What follows belongs to an exercise in optimizing a design on an open flow for a short achievable clock period, few clock cycles and low power; a production flow would make more cautious choices.
In this exercise RTL edits were held to simulation tests only and were not proved equivalent to the original.
Power and IR drop assume default switching activity.

## wip/cedar
## rv32i_mc
module rv32i_mc (
    input         clk,
    input         reset,        
    input  [31:0] mem_rdata,    
    output [31:0] mem_addr,     
    output [31:0] mem_wdata,    
    output        mem_we        
);
    reg [9:0]  pcf;             
    reg [9:0]  ipc;             
    reg [31:0] a;               
    reg [31:0] b;               
    reg [11:0] imm;             
    reg [4:0]  rd;
    reg        r_wr, r_ld, r_st, r_jalr, r_pred, r_eq, r_lt, r_ltu;
    reg        sq;              
    reg        k_inv;           
    reg        sub, sra, left;  
    reg        s_add, s_sh, s_slt, s_sltu, s_xor, s_or, s_and, s_link;
    reg        d_ld, d_st;      
    reg        d_lw;            
    reg [31:0] maddr;           
    reg [31:0] wd;              
    reg [4:0]  lrd;             
    reg        fw1, fw2;        
    reg [31:0] rf [1:31];
    wire dcyc = d_ld | d_st;
    wire wr     = r_wr   & ~sq;     
    wire i_ld   = r_ld   & ~sq;
    wire i_st   = r_st   & ~sq;
    wire i_jalr = r_jalr & ~sq;
    wire pred   = r_pred & ~sq;     
    wire k_eq   = r_eq   & ~sq;     
    wire k_lt   = r_lt   & ~sq;
    wire k_ltu  = r_ltu  & ~sq;
    assign mem_addr  = maddr;
    assign mem_wdata = wd;
    assign mem_we    = d_st;
    wire [31:0] asum = a + {{20{imm[11]}}, imm};
    wire [9:0]  seq  = ipc + 10'd1;
  ...
clock: 11.0 ns
lec_check: 0
cap_margin: 20
core_margin: 2
core_utilization: 60
cts_buf_list: sky130_fd_sc_hd__clkbuf_8
cts_cluster_diameter: 60
cts_cluster_size: 14
slew_margin: 20
standard.sh (not shown) runs the stock make flow with config.mk's settings and CLKGATE_MAP_FILE= SYNTH_SCRIPT=/design/flow/synth_recipe.tcl, a recipe that flattens the netlist after the stock synthesis.
==> flow/flow/run.sh <==
#!/bin/bash
set -euo pipefail
bash standard.sh SETUP_SLACK_MARGIN=7 finish > standard_flow.log 2>&1
wip/cedar ended with every stage complete and zero timing, DRC or antenna violations.
Testbench counts of wip/cedar, summed over its fixed seeds: cycles 48,162.
--- input diff wip/cedar..wip/fjord ---
- CORE_UTILIZATION changed from 60 to 65
==> flow/flow/run.sh <==
#!/bin/bash
set -euo pipefail
bash standard.sh SETUP_SLACK_MARGIN=7.5 finish > standard_flow.log 2>&1
==> comparison <==
Each of the runs, namely wip/cedar and wip/fjord, reached the end of the flow and came out clean.
On fmax, wip/cedar and wip/fjord are basically level.
Re fraction of layout instances using a drive strength above 1: wip/cedar and wip/fjord aren't equal, and the lower value belongs to wip/cedar.
wip/fjord vs wip/cedar, top metal layer carrying routed signals: met5 vs met4
Compared with wip/cedar, wip/fjord shows a logic depth of the worst setup path including buffers that is 2 higher.
Higher multi-input combinational cell count was reported by wip/fjord, not wip/cedar.
The higher clock-buffer cell count of wip/cedar and wip/fjord is in wip/cedar.
Inputs modified between wip/fjord and wip/xenon:
==> flow/flow/run.sh <==
#!/bin/bash
set -euo pipefail
bash standard.sh SETUP_SLACK_MARGIN=6.5 finish > standard_flow.log 2>&1
Results
Looking at number of nets in the final layout across wip/xenon and wip/fjord, the one that comes out lower is wip/xenon. Count of plain and timing-repair buffers in the layout down 523 in wip/xenon wrt wip/fjord. As far as total count of hold-check failures in the final report goes, wip/fjord and wip/xenon are indistinguishable; the numbers are identical. Critical setup path kind: input port to flop -> wip/fjord, flop to flop -> wip/xenon. wip/fjord -> wip/xenon: routed metal-1 wirelength decreased by more than 10%.
Modified inputs, wip/zinc compared to wip/xenon
==> flow/flow/run.sh <==
#!/bin/bash
set -euo pipefail
bash standard.sh SETUP_SLACK_MARGIN=7 finish > standard_flow.log 2>&1
Notes after the runs:
Share of total power in the clock network ends up higher on wip/xenon. Of the two values seen for end point of the critical path, a[1] was produced by wip/zinc and rf[1][8] by wip/xenon. Met2 track utilization from global routing: wip/zinc and wip/xenon compared, higher one is wip/zinc. NOTE clock-buffer cell count wip/xenon->wip/zinc decreased by a few percent. Summary of wip/zinc over wip/xenon: total power divided by cell area roughly the same, multi-input gate share of the layout cell area lower, post-route worst hold slack lower, portion of the clock cycle consumed by the worst path in the final layout lower, final area higher. wip/xenon has a lower fraction of area in non-clock buffers than wip/zinc. wip/xenon ended up with a[29] as its launching element of the worst setup path; wip/zinc ended up with mem_rdata[19].

[re-timing with driven ports]
How much do the figures lean on ideal ports? The routed layouts below were timed once more, with nothing changed but the port constraints. Step 1, drivers: a clkbuf_16 drives clk and a buf_2 each remaining input, both assumed. Step 2 also shifts input and output timing later by t, the mid clock arrival at the registers, as if the neighbouring blocks saw the same clock. a / b / c = ideal / step 1 / step 2; a / b = the first two.
run	shift t [ns]	slack for setup (ns)	worst hold slack (ns)	worst setup path at the end	latest minus earliest clock arrival (ns)
wip/cedar	0.905	6.894 / 6.716 / 5.810	0.486 / 0.486 / 0.486	input to register	0.079 / 0.079
wip/fjord	0.925	6.901 / 6.518 / 5.593	0.467 / 0.467 / 0.467	input to register	0.086 / 0.086
wip/xenon	0.875	6.480 / 6.427 / 5.552	0.482 / 0.482 / 0.482	input to register	0.076 / 0.076
wip/zinc	0.908	6.736 / 6.615 / 5.707	0.465 / 0.465 / 0.465	input to register	0.059 / 0.059
After both steps every run listed still meets setup and hold. The setup slack of wip/fjord, which loses most, moves by -0.383 ns with the drivers and by -1.308 ns with both steps.
